What follows belongs to an exercise in optimizing a design on an open flow for small area and a short achievable clock period; a production flow would make more cautious choices. In this exercise RTL edits were held to simulation tests only and were not proved equivalent to the original. Power is estimated from default activity; no workload was simulated.

==> flow/design.v, too long to show whole: its modules and the start of the top module <==
// module Register_File: 41 lines
// module RegWord: 10 lines
// module HoldBit: 3 lines
// module RdBit: 10 lines
// module AOI3: 3 lines
// module ALU: 13 lines
// module MulTree: 1991 lines
// module MulResolve: 3 lines
// module PPBit: 1 lines
// module FA: 1 lines
// module HA: 1 lines
// module MIPS: 82 lines
module MIPS
(
input  wire        CLK ,
input  wire        RST ,
output wire [31:0] imem_addr ,
input  wire [31:0] imem_rdata ,
output wire [31:0] dmem_addr ,
output wire [31:0] dmem_wdata ,
output wire        dmem_we ,
input  wire [31:0] dmem_rdata
);
  // ...
==> flow/flow/run.sh <==
#!/bin/bash
# The standard layout (standard.sh), with two changes to how it is made:
# the port buffers are buf_2 cells, which timing repair may then resize,
# instead of the default delay buffers; and timing repair aims for 7 ns of
# setup slack instead of the usual margin. The constraints are the standard flow's.
set -euo pipefail
export BUFFER_PORTS_ARGS="-buffer_cell sky130_fd_sc_hd__buf_2"
export SETUP_SLACK_MARGIN=7
bash standard.sh > standard.log 2>&1
==> flow/standard.sh <==
#!/bin/bash
# synth_recipe.tcl (not shown) runs the flow's synth.tcl, then flattens the netlist and writes it again
# the make line also repeats each setting of config.mk as NAME=value (left out here)
make -C /OpenROAD-flow-scripts/flow DESIGN_CONFIG=/design/flow/config.mk WORK_HOME=/design/flow/orfs CLKGATE_MAP_FILE= SYNTH_SCRIPT=/design/flow/synth_recipe.tcl "${@:-finish}"
==> flow/config.mk <==
export PLATFORM = sky130hd
export DESIGN_NAME = MIPS
export DESIGN_NICKNAME = MIPS
export VERILOG_FILES = /design/flow/design.v
export SDC_FILE = /design/flow/constraint.sdc
export NUM_CORES = 4
export LEC_CHECK = 0
export CAP_MARGIN = 20
export CORE_MARGIN = 2
export CORE_UTILIZATION = 35
export SLEW_MARGIN = 20
export SYNTH_HIERARCHICAL = 1
export SYNTH_MINIMUM_KEEP_SIZE = 0
==> flow/constraint.sdc <==
create_clock -name core_clock -period 18.5 [get_ports {CLK}]
set_input_delay 3.7000 -clock core_clock [delete_from_list [all_inputs] [get_ports {CLK}]]
set_output_delay 3.7000 -clock core_clock [all_outputs]
set_load 0.01 [all_outputs]
==> notes.md, run 1 <==
The flow ran to the end and the layout has no timing, DRC or antenna violations. The clock latency at the later pin of the worst-skew pair was 0.82 ns. The routing layer with the top usage in global route was met2.

In the detailed route, the total length drawn on met3 is 42.1 mm. The xor-xnor portion of the synthesized cell area was 0.0251. The register share of total power is 0.437, and the synthesized-area fraction occupied by and/or/nand/nor cells is 0.172.

At the worst endpoint, the arrival time is 8.60 ns. For this design the total switching power over the nets is 1630 uW. The commonest cells after synthesis are sky130_fd_sc_hd__nand2_1 (1214), sky130_fd_sc_hd__o21ai_1 (1028), sky130_fd_sc_hd__dfxtp_1 (1024), sky130_fd_sc_hd__a222oi_1 (705), sky130_fd_sc_hd__nor2_1 (655). In this run, power in the clock network comes to 2750 uW. The share of total power consumed by net switching was 0.272; the total met2 wirelength after detailed routing was 129 mm. The share of synthesized cell area in full adder, half adder and majority cells came out at 0.163. The headroom to the max-slew limit is 0.181.

The dominant cell by count in the synthesized netlist is sky130_fd_sc_hd__nand2_1. Logic depth of the worst register-to-register path: 22. From bottom edge to top edge, the die measures 431 um. Startpoint type of the worst setup path: an input pin.

In this run, post-CTS repair resized a total of 283 instances. The row count came out at 156. The cell area that synthesis handed to floorplanning was 63800 um2.

By area the synthesized netlist is led by sky130_fd_sc_hd__dfxtp_1 (32%), sky130_fd_sc_hd__fa_1 (14%), sky130_fd_sc_hd__a222oi_1 (11%). The relative area of non-clock buffer cells in the final design is 0.0559. The largest registers in the layout are RF.r.w.q: 1024 flops, P: 64 flops, RF.valid: 32 flops. The fraction of standard cell area in multi-input logic was 0.528; the met3 track demand over resource was 0.106. For the number of instances in the synthesized netlist, the log shows 6866. The cell family contributing the most delay on the critical path is simple AND/OR/NAND/NOR gates. The first global-routing pass estimated 430 mm of wire.

The residual DRC count was 0; the well-tap cell count was 2370. The tools report the met1 global-route usage as 0.398. The floorplan step set the die width to 431 um. For the tightest hold margin, the log shows 0.463 ns. By area, the combinational part of the netlist is dominated by compound AO/OA/AOI/OAI gates. Summing all placed instances gives a cell area of 68800 um2. The cell-internal power came out at 4360 uW. The distinct cell type count after synthesis came out at 103. The maximum number of buffers from clock root to sink came out at 3. OpenSTA, run right after detailed placement, puts the worst setup slack at 5.31 ns. The combinational cell fraction of total power was 0.105; the power attributed to combinational cells was 627 uW. Traced cell by cell, the critical path runs through buf_12, or2_4, buf_4, nor3_4, buf_12, a222oi_1, nand4_1, or3_4, nand2_2, nand2_2, xor2_2, ha_4, and4_4, and4_4, or3b_4, a211oi_4, a211oi_2, xnor2_1, buf_4, buf_6.

The number of synthesized flops with an enable pin was 69.
==> module Register_File, before the edit <==
module Register_File
(
 input         CLK, RST,
 input         WE3,
 input  [4:0]  A1, A2, A3,
 input  [31:0] WD3,
 input         pv,
 input  [4:0]  pd,
 input  [31:0] Pval,
 output [31:0] RD1, RD2
);
reg  [31:0] valid;
wire [31:0] sel1 = 32'b1 << A1;
wire [31:0] sel2 = 32'b1 << A2;
wire [31:0] selw = 32'b1 << A3;
wire [31:0] selp = pv ? (32'b1 << pd) : 32'b0;
wire [31:0] en   = valid & ~selp;
wire [32:0] s1   = {pv & (A1 == pd), sel1 & en};
wire [32:0] s2   = {pv & (A2 == pd), sel2 & en};
wire [31:0] nwe  = ~(selw & {32{WE3}});
wire [31:0] nwd  = ~WD3;
wire [1023:0] q;
genvar i, j;
generate
  for (i = 0; i < 32; i = i + 1) begin : r
    RegWord w (.CLK(CLK), .nwe(nwe[i]), .nwd(nwd), .q(q[i*32 +: 32]));
    always @(posedge CLK or negedge RST)
      if (!RST)       valid[i] <= 1'b0;
      else if (~nwe[i]) valid[i] <= 1'b1;
  end
  for (j = 0; j < 32; j = j + 1) begin : b
    wire [32:0] d;
    for (i = 0; i < 32; i = i + 1) begin : c
      assign d[i] = q[i*32 + j];
    end
    assign d[32] = Pval[j];
    RdBit r1 (.d(d), .s(s1), .y(RD1[j]));
    RdBit r2 (.d(d), .s(s2), .y(RD2[j]));
  end
endgenerate
endmodule
==> module RdBit, before the edit <==
module RdBit (input [32:0] d, input [32:0] s, output y);
wire [10:0] g;
genvar k;
generate
  for (k = 0; k < 11; k = k + 1) begin : a
    AOI3 u (.d(d[3*k +: 3]), .s(s[3*k +: 3]), .y(g[k]));
  end
endgenerate
assign y = ~&g;
endmodule
==> module ALU, before the edit <==
module ALU
(
 input  [31:0] A, B, M,
 input         sub,
 output [31:0] sum,
 output        ltu,
 output [63:0] rows
);
wire cout;
assign {cout, sum} = {1'b0, A} + {1'b0, B ^ {32{sub}}} + {32'b0, sub};
assign ltu = ~cout;
MulTree mul (.a(A), .b(M), .rows(rows));
endmodule
==> module MIPS, before the edit <==
module MIPS
(
input  wire        CLK ,
input  wire        RST ,
output wire [31:0] imem_addr ,
input  wire [31:0] imem_rdata ,
output wire [31:0] dmem_addr ,
output wire [31:0] dmem_wdata ,
output wire        dmem_we ,
input  wire [31:0] dmem_rdata
);
wire [5:0]  op    = imem_rdata[31:26];
wire [4:0]  rs    = imem_rdata[25:21];
wire [4:0]  rt    = imem_rdata[20:16];
wire [4:0]  rd    = imem_rdata[15:11];
wire [5:0]  funct = imem_rdata[5:0];
wire [15:0] imm16 = imem_rdata[15:0];
wire [31:0] imm   = {{16{imm16[15]}}, imm16};
wire isR    = (op == 6'b000000);
wire isLW   = (op == 6'b100011);
wire isSW   = (op == 6'b101011);
wire isADDI = (op == 6'b001000);
wire isBEQ  = (op == 6'b000100);
wire isJ    = (op == 6'b000010);
wire fSub   = (funct == 6'b100010);
wire fSlt   = (funct == 6'b101010);
wire fMul   = (funct == 6'b011100);
wire        useImm = isLW | isSW | isADDI;
wire        sub    = isR & (fSub | fSlt);
wire        isMul  = isR & fMul;
wire        selSlt = isR & fSlt;
reg  [63:0] P;
reg  [4:0]  pd;
reg         pv;
wire [31:0] Pval;
MulResolve mres (.rows(P), .p(Pval));
wire        normWE = (isR & ~fMul) | isLW | isADDI;
wire [4:0]  normWA = isR ? rd : rt;
wire        regWE  = isMul ? pv : normWE;
wire [4:0]  wAddr  = isMul ? pd : normWA;
wire [31:0] RD1, RD2;
wire [31:0] WD;
Register_File RF (
  .CLK(CLK), .RST(RST), .WE3(regWE),
  .A1(rs), .A2(rt), .A3(wAddr), .WD3(WD),
  .pv(pv), .pd(pd), .Pval(Pval),
  .RD1(RD1), .RD2(RD2)
);
wire [31:0] sum;
wire        ltu;
wire [63:0] rows;
ALU ALU1 (
  .A(RD1), .B(useImm ? imm : RD2), .M(RD2), .sub(sub),
  .sum(sum), .ltu(ltu), .rows(rows)
);
assign WD = isMul  ? Pval :
            isLW   ? dmem_rdata :
            selSlt ? {31'b0, ltu} :
                     sum;
always @(posedge CLK)
  if (isMul) begin
    P  <= rows;
    pd <= rd;
  end
always @(posedge CLK or negedge RST)
  if (!RST)                          pv <= 1'b0;
  else if (isMul)                    pv <= 1'b1;
  else if (normWE && normWA == pd)   pv <= 1'b0;
wire        eq   = (RD1 == RD2);
reg  [29:0] pc;
wire [29:0] pc4  = pc + 30'd1;
wire [29:0] pcbr = pc4 + {{14{imm16[15]}}, imm16};
wire [29:0] pcj  = {pc4[29:26], imem_rdata[25:0]};
wire [29:0] npc  = isJ ? pcj : ((isBEQ & eq) ? pcbr : pc4);
always @(posedge CLK or negedge RST)
  if (!RST) pc <= 30'b0;
  else      pc <= npc;
assign imem_addr  = {pc, 2'b00};
assign dmem_addr  = sum;
assign dmem_wdata = RD2;
assign dmem_we    = isSW;
endmodule
==> run 2, diff against run 1 <==
--- a/flow/design.v
+++ b/flow/design.v
@@ -2,17 +2,17 @@
 (
  input         CLK, RST,
  input         WE3,
  input  [4:0]  A1, A2, A3,
  input  [31:0] WD3,
  input         pv,
  input  [4:0]  pd,
  input  [31:0] Pval,
- output [31:0] RD1, RD2
+ output [31:0] RD1n, RD2n
 );
 reg  [31:0] valid;
 wire [31:0] sel1 = 32'b1 << A1;
 wire [31:0] sel2 = 32'b1 << A2;
 wire [31:0] selw = 32'b1 << A3;
 wire [31:0] selp = pv ? (32'b1 << pd) : 32'b0;
 wire [31:0] en   = valid & ~selp;
 wire [32:0] s1   = {pv & (A1 == pd), sel1 & en};
@@ -29,63 +29,308 @@
       else if (~nwe[i]) valid[i] <= 1'b1;
   end
   for (j = 0; j < 32; j = j + 1) begin : b
     wire [32:0] d;
     for (i = 0; i < 32; i = i + 1) begin : c
       assign d[i] = q[i*32 + j];
     end
     assign d[32] = Pval[j];
-    RdBit r1 (.d(d), .s(s1), .y(RD1[j]));
-    RdBit r2 (.d(d), .s(s2), .y(RD2[j]));
+    RdBit r1 (.d(d), .s(s1), .yn(RD1n[j]));
+    RdBit r2 (.d(d), .s(s2), .yn(RD2n[j]));
   end
 endgenerate
 endmodule
 module RegWord (input CLK, input nwe, input [31:0] nwd, output reg [31:0] q);
 wire [31:0] d;
 genvar j;
 generate
   for (j = 0; j < 32; j = j + 1) begin : b
     HoldBit h (.nwe(nwe), .nwd(nwd[j]), .q(q[j]), .d(d[j]));
   end
 endgenerate
 always @(posedge CLK) q <= d;
 endmodule
 module HoldBit (input nwe, input nwd, input q, output d);
 assign d = ~((nwd | nwe) & ~(q & nwe));
 endmodule
-module RdBit (input [32:0] d, input [32:0] s, output y);
+module RdBit (input [32:0] d, input [32:0] s, output yn);
 wire [10:0] g;
 genvar k;
 generate
   for (k = 0; k < 11; k = k + 1) begin : a
     AOI3 u (.d(d[3*k +: 3]), .s(s[3*k +: 3]), .y(g[k]));
   end
 endgenerate
-assign y = ~&g;
+assign yn = &g;
 endmodule
 module AOI3 (input [2:0] d, input [2:0] s, output y);
 assign y = ~((d[0] & s[0]) | (d[1] & s[1]) | (d[2] & s[2]));
 endmodule
 module ALU
 (
- input  [31:0] A, B, M,
+ input  [31:0] An, Bx, Mn,
  input         sub,
  output [31:0] sum,
  output        ltu,
  output [63:0] rows
 );
 wire cout;
-assign {cout, sum} = {1'b0, A} + {1'b0, B ^ {32{sub}}} + {32'b0, sub};
+KSAdd32 add (.an(An), .b(Bx), .cin(sub), .s(sum), .cout(cout));
 assign ltu = ~cout;
-MulTree mul (.a(A), .b(M), .rows(rows));
+MulTree mul (.an(An), .bn(Mn), .rows(rows));
 endmodule
-module MulTree (input [31:0] a, b, output [63:0] rows);
-wire [31:0] an = ~a;
-wire [31:0] bn = ~b;
+module KSAdd32 (input [31:0] an, b, input cin, output [31:0] s, output cout);
+wire [31:0] p0, g0r, g0;
+genvar i;
+generate for (i = 0; i < 32; i = i + 1) begin : pg
+  XnorBit x (.an(an[i]), .b(b[i]), .y(p0[i]));
+  AndnBit n (.an(an[i]), .b(b[i]), .y(g0r[i]));
+end endgenerate
+GP0 c0 (.g(g0r[0]), .p(p0[0]), .c(cin), .y(g0[0]));
+assign g0[31:1] = g0r[31:1];
+wire g1_0 = ~g0[0];
+wire p1_0 = ~p0[0];
+wire g1_1, p1_1; BlackAOI c1_1 (.gh(g0[1]), .ph(p0[1]), .gl(g0[0]), .pl(p0[0]), .gn(g1_1), .pn(p1_1));
+wire g1_2, p1_2; BlackAOI c1_2 (.gh(g0[2]), .ph(p0[2]), .gl(g0[1]), .pl(p0[1]), .gn(g1_2), .pn(p1_2));
+wire g1_3, p1_3; BlackAOI c1_3 (.gh(g0[3]), .ph(p0[3]), .gl(g0[2]), .pl(p0[2]), .gn(g1_3), .pn(p1_3));
+wire g1_4, p1_4; BlackAOI c1_4 (.gh(g0[4]), .ph(p0[4]), .gl(g0[3]), .pl(p0[3]), .gn(g1_4), .pn(p1_4));
+wire g1_5, p1_5; BlackAOI c1_5 (.gh(g0[5]), .ph(p0[5]), .gl(g0[4]), .pl(p0[4]), .gn(g1_5), .pn(p1_5));
+wire g1_6, p1_6; BlackAOI c1_6 (.gh(g0[6]), .ph(p0[6]), .gl(g0[5]), .pl(p0[5]), .gn(g1_6), .pn(p1_6));
+wire g1_7, p1_7; BlackAOI c1_7 (.gh(g0[7]), .ph(p0[7]), .gl(g0[6]), .pl(p0[6]), .gn(g1_7), .pn(p1_7));
+wire g1_8, p1_8; BlackAOI c1_8 (.gh(g0[8]), .ph(p0[8]), .gl(g0[7]), .pl(p0[7]), .gn(g1_8), .pn(p1_8));
+wire g1_9, p1_9; BlackAOI c1_9 (.gh(g0[9]), .ph(p0[9]), .gl(g0[8]), .pl(p0[8]), .gn(g1_9), .pn(p1_9));
+wire g1_10, p1_10; BlackAOI c1_10 (.gh(g0[10]), .ph(p0[10]), .gl(g0[9]), .pl(p0[9]), .gn(g1_10), .pn(p1_10));
+wire g1_11, p1_11; BlackAOI c1_11 (.gh(g0[11]), .ph(p0[11]), .gl(g0[10]), .pl(p0[10]), .gn(g1_11), .pn(p1_11));
+wire g1_12, p1_12; BlackAOI c1_12 (.gh(g0[12]), .ph(p0[12]), .gl(g0[11]), .pl(p0[11]), .gn(g1_12), .pn(p1_12));
+wire g1_13, p1_13; BlackAOI c1_13 (.gh(g0[13]), .ph(p0[13]), .gl(g0[12]), .pl(p0[12]), .gn(g1_13), .pn(p1_13));
+wire g1_14, p1_14; BlackAOI c1_14 (.gh(g0[14]), .ph(p0[14]), .gl(g0[13]), .pl(p0[13]), .gn(g1_14), .pn(p1_14));
+wire g1_15, p1_15; BlackAOI c1_15 (.gh(g0[15]), .ph(p0[15]), .gl(g0[14]), .pl(p0[14]), .gn(g1_15), .pn(p1_15));
+wire g1_16, p1_16; BlackAOI c1_16 (.gh(g0[16]), .ph(p0[16]), .gl(g0[15]), .pl(p0[15]), .gn(g1_16), .pn(p1_16));
+wire g1_17, p1_17; BlackAOI c1_17 (.gh(g0[17]), .ph(p0[17]), .gl(g0[16]), .pl(p0[16]), .gn(g1_17), .pn(p1_17));
+wire g1_18, p1_18; BlackAOI c1_18 (.gh(g0[18]), .ph(p0[18]), .gl(g0[17]), .pl(p0[17]), .gn(g1_18), .pn(p1_18));
+wire g1_19, p1_19; BlackAOI c1_19 (.gh(g0[19]), .ph(p0[19]), .gl(g0[18]), .pl(p0[18]), .gn(g1_19), .pn(p1_19));
+wire g1_20, p1_20; BlackAOI c1_20 (.gh(g0[20]), .ph(p0[20]), .gl(g0[19]), .pl(p0[19]), .gn(g1_20), .pn(p1_20));
+wire g1_21, p1_21; BlackAOI c1_21 (.gh(g0[21]), .ph(p0[21]), .gl(g0[20]), .pl(p0[20]), .gn(g1_21), .pn(p1_21));
+wire g1_22, p1_22; BlackAOI c1_22 (.gh(g0[22]), .ph(p0[22]), .gl(g0[21]), .pl(p0[21]), .gn(g1_22), .pn(p1_22));
+wire g1_23, p1_23; BlackAOI c1_23 (.gh(g0[23]), .ph(p0[23]), .gl(g0[22]), .pl(p0[22]), .gn(g1_23), .pn(p1_23));
+wire g1_24, p1_24; BlackAOI c1_24 (.gh(g0[24]), .ph(p0[24]), .gl(g0[23]), .pl(p0[23]), .gn(g1_24), .pn(p1_24));
+wire g1_25, p1_25; BlackAOI c1_25 (.gh(g0[25]), .ph(p0[25]), .gl(g0[24]), .pl(p0[24]), .gn(g1_25), .pn(p1_25));
+wire g1_26, p1_26; BlackAOI c1_26 (.gh(g0[26]), .ph(p0[26]), .gl(g0[25]), .pl(p0[25]), .gn(g1_26), .pn(p1_26));
+wire g1_27, p1_27; BlackAOI c1_27 (.gh(g0[27]), .ph(p0[27]), .gl(g0[26]), .pl(p0[26]), .gn(g1_27), .pn(p1_27));
+wire g1_28, p1_28; BlackAOI c1_28 (.gh(g0[28]), .ph(p0[28]), .gl(g0[27]), .pl(p0[27]), .gn(g1_28), .pn(p1_28));
+wire g1_29, p1_29; BlackAOI c1_29 (.gh(g0[29]), .ph(p0[29]), .gl(g0[28]), .pl(p0[28]), .gn(g1_29), .pn(p1_29));
+wire g1_30, p1_30; BlackAOI c1_30 (.gh(g0[30]), .ph(p0[30]), .gl(g0[29]), .pl(p0[29]), .gn(g1_30), .pn(p1_30));
+wire g1_31, p1_31; BlackAOI c1_31 (.gh(g0[31]), .ph(p0[31]), .gl(g0[30]), .pl(p0[30]), .gn(g1_31), .pn(p1_31));
+wire g2_0 = ~g1_0;
+wire p2_0 = ~p1_0;
+wire g2_1 = ~g1_1;
+wire p2_1 = ~p1_1;
+wire g2_2, p2_2; BlackOAI c2_2 (.ghn(g1_2), .phn(p1_2), .gln(g1_0), .pln(p1_0), .g(g2_2), .p(p2_2));
+wire g2_3, p2_3; BlackOAI c2_3 (.ghn(g1_3), .phn(p1_3), .gln(g1_1), .pln(p1_1), .g(g2_3), .p(p2_3));
+wire g2_4, p2_4; BlackOAI c2_4 (.ghn(g1_4), .phn(p1_4), .gln(g1_2), .pln(p1_2), .g(g2_4), .p(p2_4));
+wire g2_5, p2_5; BlackOAI c2_5 (.ghn(g1_5), .phn(p1_5), .gln(g1_3), .pln(p1_3), .g(g2_5), .p(p2_5));
+wire g2_6, p2_6; BlackOAI c2_6 (.ghn(g1_6), .phn(p1_6), .gln(g1_4), .pln(p1_4), .g(g2_6), .p(p2_6));
+wire g2_7, p2_7; BlackOAI c2_7 (.ghn(g1_7), .phn(p1_7), .gln(g1_5), .pln(p1_5), .g(g2_7), .p(p2_7));
+wire g2_8, p2_8; BlackOAI c2_8 (.ghn(g1_8), .phn(p1_8), .gln(g1_6), .pln(p1_6), .g(g2_8), .p(p2_8));
+wire g2_9, p2_9; BlackOAI c2_9 (.ghn(g1_9), .phn(p1_9), .gln(g1_7), .pln(p1_7), .g(g2_9), .p(p2_9));
+wire g2_10, p2_10; BlackOAI c2_10 (.ghn(g1_10), .phn(p1_10), .gln(g1_8), .pln(p1_8), .g(g2_10), .p(p2_10));
+wire g2_11, p2_11; BlackOAI c2_11 (.ghn(g1_11), .phn(p1_11), .gln(g1_9), .pln(p1_9), .g(g2_11), .p(p2_11));
+wire g2_12, p2_12; BlackOAI c2_12 (.ghn(g1_12), .phn(p1_12), .gln(g1_10), .pln(p1_10), .g(g2_12), .p(p2_12));
+wire g2_13, p2_13; BlackOAI c2_13 (.ghn(g1_13), .phn(p1_13), .gln(g1_11), .pln(p1_11), .g(g2_13), .p(p2_13));
+wire g2_14, p2_14; BlackOAI c2_14 (.ghn(g1_14), .phn(p1_14), .gln(g1_12), .pln(p1_12), .g(g2_14), .p(p2_14));
+wire g2_15, p2_15; BlackOAI c2_15 (.ghn(g1_15), .phn(p1_15), .gln(g1_13), .pln(p1_13), .g(g2_15), .p(p2_15));
+wire g2_16, p2_16; BlackOAI c2_16 (.ghn(g1_16), .phn(p1_16), .gln(g1_14), .pln(p1_14), .g(g2_16), .p(p2_16));
+wire g2_17, p2_17; BlackOAI c2_17 (.ghn(g1_17), .phn(p1_17), .gln(g1_15), .pln(p1_15), .g(g2_17), .p(p2_17));
+wire g2_18, p2_18; BlackOAI c2_18 (.ghn(g1_18), .phn(p1_18), .gln(g1_16), .pln(p1_16), .g(g2_18), .p(p2_18));
+wire g2_19, p2_19; BlackOAI c2_19 (.ghn(g1_19), .phn(p1_19), .gln(g1_17), .pln(p1_17), .g(g2_19), .p(p2_19));
+wire g2_20, p2_20; BlackOAI c2_20 (.ghn(g1_20), .phn(p1_20), .gln(g1_18), .pln(p1_18), .g(g2_20), .p(p2_20));
+wire g2_21, p2_21; BlackOAI c2_21 (.ghn(g1_21), .phn(p1_21), .gln(g1_19), .pln(p1_19), .g(g2_21), .p(p2_21));
+wire g2_22, p2_22; BlackOAI c2_22 (.ghn(g1_22), .phn(p1_22), .gln(g1_20), .pln(p1_20), .g(g2_22), .p(p2_22));
+wire g2_23, p2_23; BlackOAI c2_23 (.ghn(g1_23), .phn(p1_23), .gln(g1_21), .pln(p1_21), .g(g2_23), .p(p2_23));
+wire g2_24, p2_24; BlackOAI c2_24 (.ghn(g1_24), .phn(p1_24), .gln(g1_22), .pln(p1_22), .g(g2_24), .p(p2_24));
+wire g2_25, p2_25; BlackOAI c2_25 (.ghn(g1_25), .phn(p1_25), .gln(g1_23), .pln(p1_23), .g(g2_25), .p(p2_25));
+wire g2_26, p2_26; BlackOAI c2_26 (.ghn(g1_26), .phn(p1_26), .gln(g1_24), .pln(p1_24), .g(g2_26), .p(p2_26));
+wire g2_27, p2_27; BlackOAI c2_27 (.ghn(g1_27), .phn(p1_27), .gln(g1_25), .pln(p1_25), .g(g2_27), .p(p2_27));
+wire g2_28, p2_28; BlackOAI c2_28 (.ghn(g1_28), .phn(p1_28), .gln(g1_26), .pln(p1_26), .g(g2_28), .p(p2_28));
+wire g2_29, p2_29; BlackOAI c2_29 (.ghn(g1_29), .phn(p1_29), .gln(g1_27), .pln(p1_27), .g(g2_29), .p(p2_29));
+wire g2_30, p2_30; BlackOAI c2_30 (.ghn(g1_30), .phn(p1_30), .gln(g1_28), .pln(p1_28), .g(g2_30), .p(p2_30));
+wire g2_31, p2_31; BlackOAI c2_31 (.ghn(g1_31), .phn(p1_31), .gln(g1_29), .pln(p1_29), .g(g2_31), .p(p2_31));
+wire g3_0 = ~g2_0;
+wire p3_0 = ~p2_0;
+wire g3_1 = ~g2_1;
+wire p3_1 = ~p2_1;
+wire g3_2 = ~g2_2;
+wire p3_2 = ~p2_2;
+wire g3_3 = ~g2_3;
+wire p3_3 = ~p2_3;
+wire g3_4, p3_4; BlackAOI c3_4 (.gh(g2_4), .ph(p2_4), .gl(g2_0), .pl(p2_0), .gn(g3_4), .pn(p3_4));
+wire g3_5, p3_5; BlackAOI c3_5 (.gh(g2_5), .ph(p2_5), .gl(g2_1), .pl(p2_1), .gn(g3_5), .pn(p3_5));
+wire g3_6, p3_6; BlackAOI c3_6 (.gh(g2_6), .ph(p2_6), .gl(g2_2), .pl(p2_2), .gn(g3_6), .pn(p3_6));
+wire g3_7, p3_7; BlackAOI c3_7 (.gh(g2_7), .ph(p2_7), .gl(g2_3), .pl(p2_3), .gn(g3_7), .pn(p3_7));
+wire g3_8, p3_8; BlackAOI c3_8 (.gh(g2_8), .ph(p2_8), .gl(g2_4), .pl(p2_4), .gn(g3_8), .pn(p3_8));
+wire g3_9, p3_9; BlackAOI c3_9 (.gh(g2_9), .ph(p2_9), .gl(g2_5), .pl(p2_5), .gn(g3_9), .pn(p3_9));
+wire g3_10, p3_10; BlackAOI c3_10 (.gh(g2_10), .ph(p2_10), .gl(g2_6), .pl(p2_6), .gn(g3_10), .pn(p3_10));
+wire g3_11, p3_11; BlackAOI c3_11 (.gh(g2_11), .ph(p2_11), .gl(g2_7), .pl(p2_7), .gn(g3_11), .pn(p3_11));
+wire g3_12, p3_12; BlackAOI c3_12 (.gh(g2_12), .ph(p2_12), .gl(g2_8), .pl(p2_8), .gn(g3_12), .pn(p3_12));
+wire g3_13, p3_13; BlackAOI c3_13 (.gh(g2_13), .ph(p2_13), .gl(g2_9), .pl(p2_9), .gn(g3_13), .pn(p3_13));
+wire g3_14, p3_14; BlackAOI c3_14 (.gh(g2_14), .ph(p2_14), .gl(g2_10), .pl(p2_10), .gn(g3_14), .pn(p3_14));
+wire g3_15, p3_15; BlackAOI c3_15 (.gh(g2_15), .ph(p2_15), .gl(g2_11), .pl(p2_11), .gn(g3_15), .pn(p3_15));
+wire g3_16, p3_16; BlackAOI c3_16 (.gh(g2_16), .ph(p2_16), .gl(g2_12), .pl(p2_12), .gn(g3_16), .pn(p3_16));
+wire g3_17, p3_17; BlackAOI c3_17 (.gh(g2_17), .ph(p2_17), .gl(g2_13), .pl(p2_13), .gn(g3_17), .pn(p3_17));
+wire g3_18, p3_18; BlackAOI c3_18 (.gh(g2_18), .ph(p2_18), .gl(g2_14), .pl(p2_14), .gn(g3_18), .pn(p3_18));
+wire g3_19, p3_19; BlackAOI c3_19 (.gh(g2_19), .ph(p2_19), .gl(g2_15), .pl(p2_15), .gn(g3_19), .pn(p3_19));
+wire g3_20, p3_20; BlackAOI c3_20 (.gh(g2_20), .ph(p2_20), .gl(g2_16), .pl(p2_16), .gn(g3_20), .pn(p3_20));
+wire g3_21, p3_21; BlackAOI c3_21 (.gh(g2_21), .ph(p2_21), .gl(g2_17), .pl(p2_17), .gn(g3_21), .pn(p3_21));
+wire g3_22, p3_22; BlackAOI c3_22 (.gh(g2_22), .ph(p2_22), .gl(g2_18), .pl(p2_18), .gn(g3_22), .pn(p3_22));
+wire g3_23, p3_23; BlackAOI c3_23 (.gh(g2_23), .ph(p2_23), .gl(g2_19), .pl(p2_19), .gn(g3_23), .pn(p3_23));
+wire g3_24, p3_24; BlackAOI c3_24 (.gh(g2_24), .ph(p2_24), .gl(g2_20), .pl(p2_20), .gn(g3_24), .pn(p3_24));
+wire g3_25, p3_25; BlackAOI c3_25 (.gh(g2_25), .ph(p2_25), .gl(g2_21), .pl(p2_21), .gn(g3_25), .pn(p3_25));
+wire g3_26, p3_26; BlackAOI c3_26 (.gh(g2_26), .ph(p2_26), .gl(g2_22), .pl(p2_22), .gn(g3_26), .pn(p3_26));
+wire g3_27, p3_27; BlackAOI c3_27 (.gh(g2_27), .ph(p2_27), .gl(g2_23), .pl(p2_23), .gn(g3_27), .pn(p3_27));
+wire g3_28, p3_28; BlackAOI c3_28 (.gh(g2_28), .ph(p2_28), .gl(g2_24), .pl(p2_24), .gn(g3_28), .pn(p3_28));
+wire g3_29, p3_29; BlackAOI c3_29 (.gh(g2_29), .ph(p2_29), .gl(g2_25), .pl(p2_25), .gn(g3_29), .pn(p3_29));
+wire g3_30, p3_30; BlackAOI c3_30 (.gh(g2_30), .ph(p2_30), .gl(g2_26), .pl(p2_26), .gn(g3_30), .pn(p3_30));
+wire g3_31, p3_31; BlackAOI c3_31 (.gh(g2_31), .ph(p2_31), .gl(g2_27), .pl(p2_27), .gn(g3_31), .pn(p3_31));
+wire g4_0 = ~g3_0;
+wire p4_0 = ~p3_0;
+wire g4_1 = ~g3_1;
+wire p4_1 = ~p3_1;
+wire g4_2 = ~g3_2;
+wire p4_2 = ~p3_2;
+wire g4_3 = ~g3_3;
+wire p4_3 = ~p3_3;
+wire g4_4 = ~g3_4;
+wire p4_4 = ~p3_4;
+wire g4_5 = ~g3_5;
+wire p4_5 = ~p3_5;
+wire g4_6 = ~g3_6;
+wire p4_6 = ~p3_6;
+wire g4_7 = ~g3_7;
+wire p4_7 = ~p3_7;
+wire g4_8, p4_8; BlackOAI c4_8 (.ghn(g3_8), .phn(p3_8), .gln(g3_0), .pln(p3_0), .g(g4_8), .p(p4_8));
+wire g4_9, p4_9; BlackOAI c4_9 (.ghn(g3_9), .phn(p3_9), .gln(g3_1), .pln(p3_1), .g(g4_9), .p(p4_9));
+wire g4_10, p4_10; BlackOAI c4_10 (.ghn(g3_10), .phn(p3_10), .gln(g3_2), .pln(p3_2), .g(g4_10), .p(p4_10));
+wire g4_11, p4_11; BlackOAI c4_11 (.ghn(g3_11), .phn(p3_11), .gln(g3_3), .pln(p3_3), .g(g4_11), .p(p4_11));
+wire g4_12, p4_12; BlackOAI c4_12 (.ghn(g3_12), .phn(p3_12), .gln(g3_4), .pln(p3_4), .g(g4_12), .p(p4_12));
+wire g4_13, p4_13; BlackOAI c4_13 (.ghn(g3_13), .phn(p3_13), .gln(g3_5), .pln(p3_5), .g(g4_13), .p(p4_13));
+wire g4_14, p4_14; BlackOAI c4_14 (.ghn(g3_14), .phn(p3_14), .gln(g3_6), .pln(p3_6), .g(g4_14), .p(p4_14));
+wire g4_15, p4_15; BlackOAI c4_15 (.ghn(g3_15), .phn(p3_15), .gln(g3_7), .pln(p3_7), .g(g4_15), .p(p4_15));
+wire g4_16, p4_16; BlackOAI c4_16 (.ghn(g3_16), .phn(p3_16), .gln(g3_8), .pln(p3_8), .g(g4_16), .p(p4_16));
+wire g4_17, p4_17; BlackOAI c4_17 (.ghn(g3_17), .phn(p3_17), .gln(g3_9), .pln(p3_9), .g(g4_17), .p(p4_17));
+wire g4_18, p4_18; BlackOAI c4_18 (.ghn(g3_18), .phn(p3_18), .gln(g3_10), .pln(p3_10), .g(g4_18), .p(p4_18));
+wire g4_19, p4_19; BlackOAI c4_19 (.ghn(g3_19), .phn(p3_19), .gln(g3_11), .pln(p3_11), .g(g4_19), .p(p4_19));
+wire g4_20, p4_20; BlackOAI c4_20 (.ghn(g3_20), .phn(p3_20), .gln(g3_12), .pln(p3_12), .g(g4_20), .p(p4_20));
+wire g4_21, p4_21; BlackOAI c4_21 (.ghn(g3_21), .phn(p3_21), .gln(g3_13), .pln(p3_13), .g(g4_21), .p(p4_21));
+wire g4_22, p4_22; BlackOAI c4_22 (.ghn(g3_22), .phn(p3_22), .gln(g3_14), .pln(p3_14), .g(g4_22), .p(p4_22));
+wire g4_23, p4_23; BlackOAI c4_23 (.ghn(g3_23), .phn(p3_23), .gln(g3_15), .pln(p3_15), .g(g4_23), .p(p4_23));
+wire g4_24, p4_24; BlackOAI c4_24 (.ghn(g3_24), .phn(p3_24), .gln(g3_16), .pln(p3_16), .g(g4_24), .p(p4_24));
+wire g4_25, p4_25; BlackOAI c4_25 (.ghn(g3_25), .phn(p3_25), .gln(g3_17), .pln(p3_17), .g(g4_25), .p(p4_25));
+wire g4_26, p4_26; BlackOAI c4_26 (.ghn(g3_26), .phn(p3_26), .gln(g3_18), .pln(p3_18), .g(g4_26), .p(p4_26));
+wire g4_27, p4_27; BlackOAI c4_27 (.ghn(g3_27), .phn(p3_27), .gln(g3_19), .pln(p3_19), .g(g4_27), .p(p4_27));
+wire g4_28, p4_28; BlackOAI c4_28 (.ghn(g3_28), .phn(p3_28), .gln(g3_20), .pln(p3_20), .g(g4_28), .p(p4_28));
+wire g4_29, p4_29; BlackOAI c4_29 (.ghn(g3_29), .phn(p3_29), .gln(g3_21), .pln(p3_21), .g(g4_29), .p(p4_29));
+wire g4_30, p4_30; BlackOAI c4_30 (.ghn(g3_30), .phn(p3_30), .gln(g3_22), .pln(p3_22), .g(g4_30), .p(p4_30));
+wire g4_31, p4_31; BlackOAI c4_31 (.ghn(g3_31), .phn(p3_31), .gln(g3_23), .pln(p3_23), .g(g4_31), .p(p4_31));
+wire g5_0 = ~g4_0;
+wire p5_0 = ~p4_0;
+wire g5_1 = ~g4_1;
+wire p5_1 = ~p4_1;
+wire g5_2 = ~g4_2;
+wire p5_2 = ~p4_2;
+wire g5_3 = ~g4_3;
+wire p5_3 = ~p4_3;
+wire g5_4 = ~g4_4;
+wire p5_4 = ~p4_4;
+wire g5_5 = ~g4_5;
+wire p5_5 = ~p4_5;
+wire g5_6 = ~g4_6;
+wire p5_6 = ~p4_6;
+wire g5_7 = ~g4_7;
+wire p5_7 = ~p4_7;
+wire g5_8 = ~g4_8;
+wire p5_8 = ~p4_8;
+wire g5_9 = ~g4_9;
+wire p5_9 = ~p4_9;
+wire g5_10 = ~g4_10;
+wire p5_10 = ~p4_10;
+wire g5_11 = ~g4_11;
+wire p5_11 = ~p4_11;
+wire g5_12 = ~g4_12;
+wire p5_12 = ~p4_12;
+wire g5_13 = ~g4_13;
+wire p5_13 = ~p4_13;
+wire g5_14 = ~g4_14;
+wire p5_14 = ~p4_14;
+wire g5_15 = ~g4_15;
+wire p5_15 = ~p4_15;
+wire g5_16, p5_16; BlackAOI c5_16 (.gh(g4_16), .ph(p4_16), .gl(g4_0), .pl(p4_0), .gn(g5_16), .pn(p5_16));
+wire g5_17, p5_17; BlackAOI c5_17 (.gh(g4_17), .ph(p4_17), .gl(g4_1), .pl(p4_1), .gn(g5_17), .pn(p5_17));
+wire g5_18, p5_18; BlackAOI c5_18 (.gh(g4_18), .ph(p4_18), .gl(g4_2), .pl(p4_2), .gn(g5_18), .pn(p5_18));
+wire g5_19, p5_19; BlackAOI c5_19 (.gh(g4_19), .ph(p4_19), .gl(g4_3), .pl(p4_3), .gn(g5_19), .pn(p5_19));
+wire g5_20, p5_20; BlackAOI c5_20 (.gh(g4_20), .ph(p4_20), .gl(g4_4), .pl(p4_4), .gn(g5_20), .pn(p5_20));
+wire g5_21, p5_21; BlackAOI c5_21 (.gh(g4_21), .ph(p4_21), .gl(g4_5), .pl(p4_5), .gn(g5_21), .pn(p5_21));
+wire g5_22, p5_22; BlackAOI c5_22 (.gh(g4_22), .ph(p4_22), .gl(g4_6), .pl(p4_6), .gn(g5_22), .pn(p5_22));
+wire g5_23, p5_23; BlackAOI c5_23 (.gh(g4_23), .ph(p4_23), .gl(g4_7), .pl(p4_7), .gn(g5_23), .pn(p5_23));
+wire g5_24, p5_24; BlackAOI c5_24 (.gh(g4_24), .ph(p4_24), .gl(g4_8), .pl(p4_8), .gn(g5_24), .pn(p5_24));
+wire g5_25, p5_25; BlackAOI c5_25 (.gh(g4_25), .ph(p4_25), .gl(g4_9), .pl(p4_9), .gn(g5_25), .pn(p5_25));
+wire g5_26, p5_26; BlackAOI c5_26 (.gh(g4_26), .ph(p4_26), .gl(g4_10), .pl(p4_10), .gn(g5_26), .pn(p5_26));
+wire g5_27, p5_27; BlackAOI c5_27 (.gh(g4_27), .ph(p4_27), .gl(g4_11), .pl(p4_11), .gn(g5_27), .pn(p5_27));
+wire g5_28, p5_28; BlackAOI c5_28 (.gh(g4_28), .ph(p4_28), .gl(g4_12), .pl(p4_12), .gn(g5_28), .pn(p5_28));
+wire g5_29, p5_29; BlackAOI c5_29 (.gh(g4_29), .ph(p4_29), .gl(g4_13), .pl(p4_13), .gn(g5_29), .pn(p5_29));
+wire g5_30, p5_30; BlackAOI c5_30 (.gh(g4_30), .ph(p4_30), .gl(g4_14), .pl(p4_14), .gn(g5_30), .pn(p5_30));
+wire g5_31, p5_31; BlackAOI c5_31 (.gh(g4_31), .ph(p4_31), .gl(g4_15), .pl(p4_15), .gn(g5_31), .pn(p5_31));
+assign s[0] = p0[0] ^ cin;
+assign s[1] = p0[1] ^ ~g5_0;
+assign s[2] = p0[2] ^ ~g5_1;
+assign s[3] = p0[3] ^ ~g5_2;
+assign s[4] = p0[4] ^ ~g5_3;
+assign s[5] = p0[5] ^ ~g5_4;
+assign s[6] = p0[6] ^ ~g5_5;
+assign s[7] = p0[7] ^ ~g5_6;
+assign s[8] = p0[8] ^ ~g5_7;
+assign s[9] = p0[9] ^ ~g5_8;
+assign s[10] = p0[10] ^ ~g5_9;
+assign s[11] = p0[11] ^ ~g5_10;
+assign s[12] = p0[12] ^ ~g5_11;
+assign s[13] = p0[13] ^ ~g5_12;
+assign s[14] = p0[14] ^ ~g5_13;
+assign s[15] = p0[15] ^ ~g5_14;
+assign s[16] = p0[16] ^ ~g5_15;
+assign s[17] = p0[17] ^ ~g5_16;
+assign s[18] = p0[18] ^ ~g5_17;
+assign s[19] = p0[19] ^ ~g5_18;
+assign s[20] = p0[20] ^ ~g5_19;
+assign s[21] = p0[21] ^ ~g5_20;
+assign s[22] = p0[22] ^ ~g5_21;
+assign s[23] = p0[23] ^ ~g5_22;
+assign s[24] = p0[24] ^ ~g5_23;
+assign s[25] = p0[25] ^ ~g5_24;
+assign s[26] = p0[26] ^ ~g5_25;
+assign s[27] = p0[27] ^ ~g5_26;
+assign s[28] = p0[28] ^ ~g5_27;
+assign s[29] = p0[29] ^ ~g5_28;
+assign s[30] = p0[30] ^ ~g5_29;
+assign s[31] = p0[31] ^ ~g5_30;
+assign cout = ~g5_31;
+endmodule
+module XnorBit (input an, b, output y); assign y = ~(an ^ b); endmodule
+module AndnBit (input an, b, output y); assign y = ~an & b; endmodule
+module GP0 (input g, p, c, output y);
+assign y = g | (p & c);
+endmodule
+module BlackAOI (input gh, ph, gl, pl, output gn, pn);
+assign gn = ~(gh | (ph & gl));
+assign pn = ~(ph & pl);
+endmodule
+module BlackOAI (input ghn, phn, gln, pln, output g, p);
+assign g = ~(ghn & (phn | gln));
+assign p = ~(phn | pln);
+endmodule
+module MulTree (input [31:0] an, bn, output [63:0] rows);
 wire pp0_0;
 PPBit upp0_0 (.an(an[0]), .bn(bn[0]), .y(pp0_0));
 wire pp0_1;
 PPBit upp0_1 (.an(an[1]), .bn(bn[0]), .y(pp0_1));
 wire pp0_2;
 PPBit upp0_2 (.an(an[2]), .bn(bn[0]), .y(pp0_2));
 wire pp0_3;
 PPBit upp0_3 (.an(an[3]), .bn(bn[0]), .y(pp0_3));
@@ -2067,16 +2312,17 @@
 wire s928, c929;
 FA us928 (.a(c807), .b(s868), .c(c867), .s(s928), .co(c929));
 assign rows[31:0] = {s928, s926, s924, s922, s920, s918, s916, s914, s912, s910, s908, s906, s904, s902, s900, s898, s896, s894, s892, s890, s888, s886, s884, s882, s880, s878, s876, s874, s872, pp2_0, pp0_1, pp0_0};
 assign rows[63:32] = {c927, c925, c923, c921, c919, c917, c915, c913, c911, c909, c907, c905, c903, c901, c899, c897, c895, c893, c891, c889, c887, c885, c883, c881, c879, c877, c875, c873, c871, s870, pp1_0, 1'b0};
 endmodule
 module MulResolve (input [63:0] rows, output [31:0] p);
 assign p = rows[31:0] + rows[63:32];
 endmodule
+module BoothBit (input a, am, one, two, neg, output y); assign y = neg ^ ((a & one) | (am & two)); endmodule
 module PPBit (input an, bn, output y); assign y = ~(an | bn); endmodule
 module FA (input a, b, c, output s, co); assign s = a ^ b ^ c; assign co = (a & b) | (a & c) | (b & c); endmodule
 module HA (input a, b, output s, co); assign s = a ^ b; assign co = a & b; endmodule
 module MIPS
 (
 input  wire        CLK ,
 input  wire        RST ,
 output wire [31:0] imem_addr ,
@@ -2110,50 +2356,62 @@
 reg  [4:0]  pd;
 reg         pv;
 wire [31:0] Pval;
 MulResolve mres (.rows(P), .p(Pval));
 wire        normWE = (isR & ~fMul) | isLW | isADDI;
 wire [4:0]  normWA = isR ? rd : rt;
 wire        regWE  = isMul ? pv : normWE;
 wire [4:0]  wAddr  = isMul ? pd : normWA;
-wire [31:0] RD1, RD2;
+wire [31:0] RD1n, RD2n;
 wire [31:0] WD;
 Register_File RF (
   .CLK(CLK), .RST(RST), .WE3(regWE),
   .A1(rs), .A2(rt), .A3(wAddr), .WD3(WD),
   .pv(pv), .pd(pd), .Pval(Pval),
-  .RD1(RD1), .RD2(RD2)
+  .RD1n(RD1n), .RD2n(RD2n)
 );
+wire [31:0] x0 = useImm ? imm : {32{sub}};
+wire [31:0] x1 = useImm ? imm : {32{~sub}};
+wire [31:0] Bx;
+genvar gi;
+generate
+  for (gi = 0; gi < 32; gi = gi + 1) begin : bs
+    BSel u (.rdn(RD2n[gi]), .x0(x0[gi]), .x1(x1[gi]), .y(Bx[gi]));
+  end
+endgenerate
 wire [31:0] sum;
 wire        ltu;
 wire [63:0] rows;
 ALU ALU1 (
-  .A(RD1), .B(useImm ? imm : RD2), .M(RD2), .sub(sub),
+  .An(RD1n), .Bx(Bx), .Mn(RD2n), .sub(sub),
   .sum(sum), .ltu(ltu), .rows(rows)
 );
 assign WD = isMul  ? Pval :
             isLW   ? dmem_rdata :
             selSlt ? {31'b0, ltu} :
                      sum;
 always @(posedge CLK)
   if (isMul) begin
     P  <= rows;
     pd <= rd;
   end
 always @(posedge CLK or negedge RST)
   if (!RST)                          pv <= 1'b0;
   else if (isMul)                    pv <= 1'b1;
   else if (normWE && normWA == pd)   pv <= 1'b0;
-wire        eq   = (RD1 == RD2);
+wire        eq   = (RD1n == RD2n);
 reg  [29:0] pc;
 wire [29:0] pc4  = pc + 30'd1;
 wire [29:0] pcbr = pc4 + {{14{imm16[15]}}, imm16};
 wire [29:0] pcj  = {pc4[29:26], imem_rdata[25:0]};
 wire [29:0] npc  = isJ ? pcj : ((isBEQ & eq) ? pcbr : pc4);
 always @(posedge CLK or negedge RST)
   if (!RST) pc <= 30'b0;
   else      pc <= npc;
 assign imem_addr  = {pc, 2'b00};
 assign dmem_addr  = sum;
-assign dmem_wdata = RD2;
+assign dmem_wdata = ~RD2n;
 assign dmem_we    = isSW;
 endmodule
+module BSel (input rdn, x0, x1, output y);
+assign y = rdn ? x0 : x1;
+endmodule
==> flow/flow/run.sh (replaced) <==
#!/bin/bash
# The standard layout (standard.sh), with two changes to how it is made:
# the port buffers are buf_2 cells, which timing repair may then resize,
# instead of the default delay buffers; and timing repair aims for 7.5 ns of
# setup slack instead of the usual margin. The constraints are the standard flow's.
set -euo pipefail
export BUFFER_PORTS_ARGS="-buffer_cell sky130_fd_sc_hd__buf_2"
export SETUP_SLACK_MARGIN=7.5
bash standard.sh > standard.log 2>&1
==> run 2 against run 1 <==
  * Global-route usage shrank 1.3 points
  * Hold slack is essentially flat
  * First-iteration DRC count shrank 6.0%
  * Maximum frequency grew 5.6%
  * Critical path depth is the same
  * Sequential share of layout area shrank 0.83 points
  * Clock power is essentially flat
  * Clock skew grew 0.011 ns
  * Cell count grew 0.50%
  * Synthesized area grew 0.48%
  * Sequential cell count is the same
  * Clock-buffer cell count shrank 20
  * Critical path type unchanged
  * Largest cell class unchanged
==> notes.md, run 2 <==
For the worst path arrival time, the log shows 7.94 ns (was 8.60 ns). The tools report the CTS buffer count as 120 (was 132). Worst-case setup slack after placement: 5.56 ns (was 5.31 ns). Share of total power consumed by net switching: 0.259 (was 0.272). The logs give 17200 (was 17600) for the count of fill cells added during filler insertion and 1540 uW (was 1630 uW) for the power dissipated by switching net loads. For the combinational cell fraction of total power, the log shows 0.101 (was 0.105).

The tools report the wire length reported by the detailed router as 297 mm (was 311 mm). The final worst-path cycle share works out to 0.629 (was 0.665). Setup repair after global routing could not meet its margin everywhere. For the number of optimization iterations in the first detailed-route pass, the log shows 13 (unchanged).

The tools report the worst setup skew after layout as 0.0537 ns (was 0.0424 ns). The tools report the half-perimeter wire length after placement as 180 mm (was 200 mm). For the clock network fraction of design power, the log shows 0.458 (about the same). The area inside the core boundary is 182000 um2 (was 181000 um2). The chip height was 432 um (was 431 um). The tools report the maximum number of buffers from clock root to sink as 3 (unchanged). The overall global routing resource usage was 0.306 (was 0.319). For the final-report max-slew violation count, the log shows 0 (unchanged). The tools report the first-iteration detailed-routing DRC count as 11600 (was 12400).

The clock latency at the later pin of the worst-skew pair came out at 0.79 ns (was 0.82 ns). The cell area after placement came out at 69900 um2 (was 68800 um2). Time the worst path needs with I/O delays and setup: 11.64 ns (was 12.30 ns). Register ranked first by flip-flop count: RF.r.w.q (unchanged).

The total clock sinks was 1156 (unchanged); the remaining global-route overflow was 0 (unchanged). Least setup slack across all paths after layout: 6.86 ns (was 6.20 ns). The average footprint of a synthesized cell is 9.41 um2 (was 9.29 um2). Top library cells by usage in the layout, fill and taps aside: sky130_fd_sc_hd__nand2_1 (1137), sky130_fd_sc_hd__o21ai_1 (1026), sky130_fd_sc_hd__dfxtp_1 (1024) (was sky130_fd_sc_hd__nand2_1 (1176), sky130_fd_sc_hd__o21ai_1 (1033), sky130_fd_sc_hd__dfxtp_1 (1024)). The peak fanout along the critical path is 5 (was 32).

The flow ran to the end and the layout has no timing, DRC or antenna violations. Final antenna-violating net count: 0 (unchanged). The number of failing setup endpoints in the final timing report was 0 (unchanged); the count of input and output buffers was 160 (unchanged). Highest routing layer actually used: met5 (unchanged). The wire length per cell after detailed routing was 30.1 um (was 31.6 um).

The classification of the worst-slack hold path is reg -> reg (unchanged). The pin count of the biggest net entering global routing was 66 (unchanged). Most common library cell in the layout ignoring fill and taps: sky130_fd_sc_hd__nand2_1 (unchanged).

The static leakage came out at 0.0302 uW (was 0.0293 uW). The tools report the startpoint type of the worst setup path as an input pin (unchanged). The net count reported at finish was 7980 (was 7970). The tools report the buffer cell driving the clock tree root as sky130_fd_sc_hd__clkbuf_16 (unchanged).

The total met2 wirelength after detailed routing was 124 mm (was 129 mm); the wire length on met1 was 108 mm (was 114 mm). The tools report the via count of the first global-routing pass as 61200 (was 59800). TritonCTS built the clock tree. For the placer congestion estimate, the log shows 0.943 (was 1.03). The routed length on met3 is 41.4 mm (was 42.1 mm). The H-tree level count was 3 (was 4).

The width of the chip works out to 432 um (was 431 um). The total power divided by cell area is 74.8 nW/um2 (was 77.6 nW/um2), and the residual DRC count is 0 (unchanged). The tools report the post-layout instance area as 79300 um2 (was 77200 um2).

The first-pass GRT wire length is 421 mm (was 430 mm). The area enclosed by the die boundary came out at 186000 um2 (about the same). The register share of total power was 0.440 (was 0.437); the clock transition at the register clock pins on the worst setup and hold paths after CTS was 0.06 ns (about the same). For the final cell count without fillers, the log shows 9875 (was 9826). The overall via count from detail_route was 63000 (was 63900); the number of warnings reported in the yosys synthesis log was 9 (unchanged). Classification of the worst setup path: in -> out (unchanged). The highest attainable clock frequency is 85.9 MHz (was 81.3 MHz), and the starting density of the core is 0.351 (was 0.352). The cell-internal power was 4390 uW (was 4360 uW); the number of instances in the synthesized netlist was 6808 (was 6866).

The post-synthesis to final-layout area growth is 23.8% (was 21.1%), and the headroom to the max-slew limit is 0.119 (was 0.181). Largest registers in the final layout: RF.r.w.q: 1024 flops, P: 64 flops, RF.valid: 32 flops (unchanged). The tools report the post-route setup TNS as 0 ns (unchanged).

The count of hold-fix buffers inserted at cts is 0 (unchanged), and the slew at the pin closest to its max-slew limit is 1.32 ns (was 1.22 ns). The run gives 64100 um2 (was 63800 um2) as the summed instance area of the synthesized netlist. The flip-flop count of the largest register after layout came out at 1024 (unchanged). The share of post-route cells with drive strength above 1 is 0.180 (was 0.147).

The ratio of routed vias to standard cells came out at 6.38 (was 6.50). The cell count after placement came out at 9416 (was 9411). The number of max-capacitance violations reported is 0 (unchanged), and the I/O pin count is 163 (unchanged).

The overall power consumption is 5930 uW (was 5990 uW). The endpoint kind of the worst setup timing path is an output pin (unchanged). The tools report the largest voltage drop on the vdd net as 0.0000932 V (was 0.0000748 V). The row count is 157 (was 156), and the number of failing hold endpoints at the final stage is 0 (unchanged). The number of antenna violations at the first check in global routing is 9 (was 21). The critical path required time was 14.80 ns (about the same).
run 2: per-layer routing:
layer	track usage	up-vias
met1	0.385	30300
li1	-	27200
met5	0.00807	-
met4	0.217	8
met2	0.444	4570
met3	0.0955	989
run 2: power by group through the flow:
stage | registers, uW | clock network [uW] | logic (uW)
6_report | 2610 | 2720 | 600
5_1_grt | 2620 | 2820 | 649
4_1_cts | 2610 | 2720 | 583
3_5_place_dp | 2670 | 0 | 556
3_3_place_gp | 2660 | 0 | 553
2_1_floorplan | 2660 | 0 | 368
run 2: final timing paths:
path,depth (start not counted),slack [ns],endpoint,startpoint
max in group asynchronous,2,14.69,RF.valid[7],RST
worst max register to register,20,9.54,P[31],pv
worst max-delay path,20,6.86,dmem_addr[30],imem_rdata[17]
min in group asynchronous,2,3.15,pc[15],RST
worst min-delay path,2,0.46,RF.r[1].w.q[25],RF.r[1].w.q[25]
worst min register to register,2,0.46,RF.r[1].w.q[25],RF.r[1].w.q[25]
run 2: what timing repair did:
action	CTS	global route
setup endpoints to repair	45	29
resized for setup	391	84
pin swaps	192	75
gates cloned	19	8
buffers inserted	146	54
run 2: cell type report:
| class | instances | area, um2 | share of cell area |
|---|---|---|---|
| antenna | 3 | 7.51 | 0.0000947 |
| clock buffer | 168 | 3510 | 0.0442 |
| clock inverter | 61 | 898 | 0.0113 |
| inverter | 91 | 349 | 0.00440 |
| multi-input combinational | 5431 | 41600 | 0.525 |
| sequential | 1156 | 24100 | 0.304 |
| tap | 2385 | 2980 | 0.0376 |
| timing repair buffer | 580 | 5790 | 0.0730 |
run 2: metrics by stage:
| step | hold WS [ns] | util |
|---|---|---|
| 2_1_floorplan | 0.427 | - |
| 3_3_place_gp | 0.445 | 0.383 |
| 3_5_place_dp | 0.449 | 0.383 |
| 4_1_cts | 0.463 | 0.428 |
| 5_1_grt | 0.477 | 0.435 |
| 6_report | 0.463 | 0.435 |
run 2: worst max-delay path, stage by stage:
cell and delay [ns]:
sky130_fd_sc_hd__buf_12 0.10, sky130_fd_sc_hd__nand3b_1 0.15, sky130_fd_sc_hd__buf_6 0.15, sky130_fd_sc_hd__nor3_4 0.06, sky130_fd_sc_hd__buf_12 0.16, sky130_fd_sc_hd__buf_16 0.12
sky130_fd_sc_hd__a222oi_1 0.35, sky130_fd_sc_hd__nand4_1 0.79, sky130_fd_sc_hd__nor3_4 0.46, sky130_fd_sc_hd__buf_12 0.15, sky130_fd_sc_hd__mux2_4 0.33, sky130_fd_sc_hd__xnor2_4 0.15
sky130_fd_sc_hd__buf_12 0.14, sky130_fd_sc_hd__a21oi_4 0.23, sky130_fd_sc_hd__o21ai_4 0.12, sky130_fd_sc_hd__a21oi_4 0.16, sky130_fd_sc_hd__o21ai_2 0.08, sky130_fd_sc_hd__a21oi_2 0.15
sky130_fd_sc_hd__xnor2_1 0.17, sky130_fd_sc_hd__buf_2 0.18
==> run 3, diff against run 2 <==
==> flow/flow/run.sh (replaced) <==
#!/bin/bash
# The standard layout (standard.sh), with two changes to how it is made:
# the port buffers are buf_2 cells, which timing repair may then resize,
# instead of the default delay buffers; and timing repair aims for 7 ns of
# setup slack instead of the usual margin. The constraints are the standard flow's.
set -euo pipefail
export BUFFER_PORTS_ARGS="-buffer_cell sky130_fd_sc_hd__buf_2"
export SETUP_SLACK_MARGIN=7
bash standard.sh > standard.log 2>&1
==> run 3 against run 2 <==
  * Still clean on timing, DRC and antenna
  * Cell count decreased by 0.90%
  * Clock skew decreased by 0.0062 ns
  * Synthesized area unchanged
  * Critical path depth decreased by 4
  * Global-route usage decreased by 0.60 points
  * Clock power decreased by 6%
  * Sequential share of layout area increased by 0.92 points
  * Combinational power decreased by 3%
  * Hold slack improved by 0.0012 ns
  * Die area unchanged
  * Sequential power about the same
==> notes.md, run 3 <==
For the static leakage, the log shows 0.0291 uW (was 0.0302 uW). The count of fill cells added during filler insertion is 17600 (was 17200). The flip-flop count of the largest register after layout came out at 1024 (unchanged). The ratio of routed vias to standard cells works out to 6.37 (was 6.38).

The overall via count from detail_route was 62300 (was 63000); the maximum number of buffers from clock root to sink was 3 (unchanged). The clock transition at the register clock pins on the worst setup and hold paths after CTS came out at 0.06 ns (about the same). The number of failing setup endpoints in the final timing report was 0 (unchanged). The wire length reported by the detailed router was 290 mm (was 297 mm). The tools report the number of optimization iterations in the first detailed-route pass as 17 (was 13). The tools report the source of the worst register-to-register timing path as pd[0] (was pv).

The largest voltage drop on the vdd net was 0.0000925 V (was 0.0000932 V); the count of input and output buffers was 160 (unchanged). The total power divided by cell area came out at 74.6 nW/um2 (was 74.8 nW/um2). The tools report the endpoint kind of the worst setup timing path as an output pin (unchanged).

Kind of cell adding the most delay to the critical path: simple AND/OR/NAND/NOR gates (unchanged). Cells along the critical path: buf_4, nand2b_2, nor3_4, buf_4, a222oi_1, nand4_1, nor3_2, buf_4, xnor2_4, nand2_2, nor2_2, nand2_1, nor2_1, a21oi_2, xnor2_2, buf_2 (was buf_12, nand3b_1, buf_6, nor3_4, buf_12, buf_16, a222oi_1, nand4_1, nor3_4, buf_12, mux2_4, xnor2_4, buf_12, a21oi_4, o21ai_4, a21oi_4, o21ai_2, a21oi_2, xnor2_1, buf_2). The slowest stage cell on the critical path is sky130_fd_sc_hd__a222oi_1 (was sky130_fd_sc_hd__nand4_1).

The run gives 9.41 ns (was 9.54 ns) as the flop-to-flop setup slack. TritonCTS built the clock tree. The slew at the pin closest to its max-slew limit came out at 1.24 ns (was 1.32 ns). Number of max-capacitance violations reported: 0 (unchanged).

The capture point of the worst reg-to-reg path is P[31] (unchanged). The time the worst path needs with I/O delays and setup was 11.55 ns (was 11.64 ns). The most common library cell in the layout ignoring fill and taps was sky130_fd_sc_hd__nand2_1 (unchanged).

The peak fanout along the critical path is 32 (was 5), and the total clock sinks is 1156 (unchanged). For the worst path arrival time, the log shows 7.85 ns (was 7.94 ns). The register ranked first by flip-flop count was RF.r.w.q (unchanged). The logs give 86.6 MHz (was 85.9 MHz) for the highest attainable clock frequency and 5740 uW (was 5930 uW) for the overall power consumption. The area taken by flip-flops and latches is 24100 um2 (unchanged), and the overall global routing resource usage is 0.300 (was 0.306).

Width of the chip: 432 um (unchanged). The endpoint of the worst hold path was RF.r[10].w.q[22] (was RF.r[1].w.q[25]). For the critical path required time, the log shows 14.80 ns (about the same). The net count reported at finish was 7893 (was 7980). The count of hold-fix buffers inserted at cts is 0 (unchanged). The chip height was 432 um (unchanged); the area occupied by multi-input gates was 41000 um2 (was 41600 um2).

The post-synthesis to final-layout area growth is 20.1% (was 23.8%). The biggest cell delay along the critical path is 0.48 ns (was 0.79 ns). The CTS buffer count was 118 (was 120); the first-pass GRT wire length was 413 mm (was 421 mm).

The summed instance area of the synthesized netlist is 64100 um2 (unchanged). The number of instances in the synthesized netlist is 6808 (unchanged). The worst min-delay path startpoint is RF.r[10].w.q[22] (was RF.r[1].w.q[25]). Number of antenna violations at the first check in global routing: 10 (was 9). The number of failing hold endpoints at the final stage came out at 0 (unchanged). Largest registers in the final layout: RF.r.w.q: 1024 flops, P: 64 flops, RF.valid: 32 flops (unchanged). The final worst-path cycle share came out at 0.624 (was 0.629). Residual DRC count: 0 (unchanged).

Classification of the worst setup path: in -> out (unchanged). The flow ran to the end and the layout has no timing, DRC or antenna violations. The count of buffering cells on the critical path with inverters included is 4 (was 7), and the area enclosed by the die boundary is 186000 um2 (unchanged). The run gives 157 (unchanged) as the row count.

The cell repeated most along the worst path is sky130_fd_sc_hd__buf_4 (was sky130_fd_sc_hd__buf_12). The area inside the core boundary came out at 182000 um2 (unchanged). The hold-critical path depth is 2 (unchanged).

The wire length per cell after detailed routing works out to 29.6 um (was 30.1 um). The final-report max-slew violation count was 0 (unchanged); the post-layout instance area was 77000 um2 (was 79300 um2). The average footprint of a synthesized cell works out to 9.41 um2 (unchanged). The worst setup skew after layout was 0.0474 ns (was 0.0537 ns).

The via count of the first global-routing pass was 60300 (was 61200). The tools report the pin count of the biggest net entering global routing as 66 (unchanged). The placer congestion estimate came out at 0.972 (was 0.943). Logic depth of the worst register-to-register path: 19 (was 20). The tools report the startpoint type of the worst setup path as an input pin (unchanged).

The first-iteration detailed-routing DRC count was 12100 (was 11600). The final antenna-violating net count was 0 (unchanged). Buffer cell driving the clock tree root: sky130_fd_sc_hd__clkbuf_16 (unchanged). The I/O pin count was 163 (unchanged). The half-perimeter wire length after placement is 180 mm (about the same). For the final standard cell utilization of the core, the log shows 0.422 (was 0.435). Top library cells by usage in the layout, fill and taps aside: sky130_fd_sc_hd__nand2_1 (1158), sky130_fd_sc_hd__o21ai_1 (1026), sky130_fd_sc_hd__dfxtp_1 (1024) (was sky130_fd_sc_hd__nand2_1 (1137), sky130_fd_sc_hd__o21ai_1 (1026), sky130_fd_sc_hd__dfxtp_1 (1024)). Classification of the worst-slack hold path: reg -> reg (unchanged).

The share of post-route cells with drive strength above 1 is 0.162 (was 0.180), and the post-route setup TNS is 0 ns (unchanged). The remaining global-route overflow is 0 (unchanged). The cell area after placement is 69700 um2 (was 69900 um2). Setup repair after global routing could not meet its margin everywhere.

The number of warnings reported in the yosys synthesis log was 9 (unchanged). The headroom to the max-slew limit came out at 0.172 (was 0.119). The tools report the clock latency at the later pin of the worst-skew pair as 0.81 ns (was 0.79 ns). The logs give 0.351 (unchanged) for the starting density of the core and 3 (unchanged) for the H-tree level count.
-- run 3: cell count changes in the layout (fill, tap and decap cells not counted), moves of 12 or more --
cell and change:
sky130_fd_sc_hd__a21oi_2 +12, sky130_fd_sc_hd__a21oi_4 -15, sky130_fd_sc_hd__buf_12 -41, sky130_fd_sc_hd__buf_4 -28, sky130_fd_sc_hd__buf_6 -13, sky130_fd_sc_hd__nand2_1 +21
sky130_fd_sc_hd__nand2_2 -12
-- run 3: cell type report --
class | instances | area share
antenna | 7 | 0.000228
clock buffer | 155 | 0.0429
clock inverter | 66 | 0.0101
inverter | 91 | 0.00454
multi-input combinational | 5430 | 0.533
sequential | 1156 | 0.314
tap | 2385 | 0.0388
timing repair buffer | 496 | 0.0566
-- run 3: tightest hold or removal path, cell delays in order (launching register included) --
cell and delay [ns]:
sky130_fd_sc_hd__dfxtp_1 0.32, sky130_fd_sc_hd__nand2_1 0.05, sky130_fd_sc_hd__o21ai_1 0.05
-- run 3: where the power goes --
| group | leakage, uW | switching, uW | internal (uW) |
|---|---|---|---|
| registers | 0.00973 | 56.1 | 2550 |
| logic | 0.0174 | 361 | 222 |
| clock network | 0.00201 | 1130 | 1420 |
| total | 0.0291 | 1540 | 4200 |
-- run 3: worst max-delay path by stage --
| stage | startpoint | end | slack [ns] | cells after the start |
|---|---|---|---|---|
| 3_5_place_dp | imem_rdata[20] | dmem_addr[25] | 5.71 | 17 |
| 5_1_grt | imem_rdata[19] | dmem_addr[30] | 6.97 | 19 |
| 2_1_floorplan | imem_rdata[24] | dmem_addr[30] | 7.02 | 15 |
| 4_1_cts | imem_rdata[18] | dmem_addr[31] | 7.00 | 17 |
| 3_3_place_gp | imem_rdata[20] | dmem_addr[21] | 5.61 | 17 |
| 6_report | imem_rdata[21] | dmem_addr[25] | 6.95 | 16 |
-- run 3: per-layer routing --
metal	up-vias	routed length [um]	GRT usage
met1	29900	107000	0.373
met2	4465	120000	0.436
met3	1004	37800	0.0950
li1	27000	-	-
met5	-	205	0.00130
met4	8	24000	0.218
-- run 3: through the flow --
stage / hold WS [ns] / std cells / worst slack (ns)
after global routing: 0.478 / 9780 / 6.97
after floorplan: 0.427 / 6809 / 7.02
after detailed placement: 0.446 / 9421 / 5.71
after global placement: 0.443 / 9421 / 5.61
after CTS: 0.463 / 9707 / 7.00
final: 0.464 / 9786 / 6.95
-- run 3: repair_timing --
action / CTS / global route
setup buffers: 59 / 62
cloned: 6 / 8
resized for setup: 210 / 124
pin swaps: 76 / 108
endpoints found under the setup margin: 31 / 23

==> port drivers added, routing unchanged <==
How much do the figures lean on ideal ports? The routed layouts below were timed once more, with nothing changed but the port constraints.
Step 1 sets driving cells, clkbuf_16 on the clock port and buf_2 on the other inputs (assumed; they add their load-dependent delay and slew).
Step 2 adds t to the input delays and takes it off the output delays; t is the mean of the earliest and latest rising clock arrival at the registers after step 1. Input paths then give back, and output paths get back, about the clock's delay inside the block.
Three values: ideal, step 1, step 2; two values: the first two.
run	t, ns	setup slack, ns	clock arrival spread, ns	worst register clock-pin slew, ns	pins driven straight from the clock port
run 1	0.887	6.200 / 6.089 / 6.089	0.043 / 0.043	0.07 / 0.07	1
run 2	0.843	6.856 / 6.618 / 6.618	0.054 / 0.053	0.07 / 0.07	1
run 3	0.877	6.949 / 6.876 / 6.876	0.048 / 0.048	0.08 / 0.08	1
After both steps setup and hold are still met in every run listed. The setup slack of run 2, which loses most, moves by -0.238 ns with the drivers and by -0.238 ns with both steps.
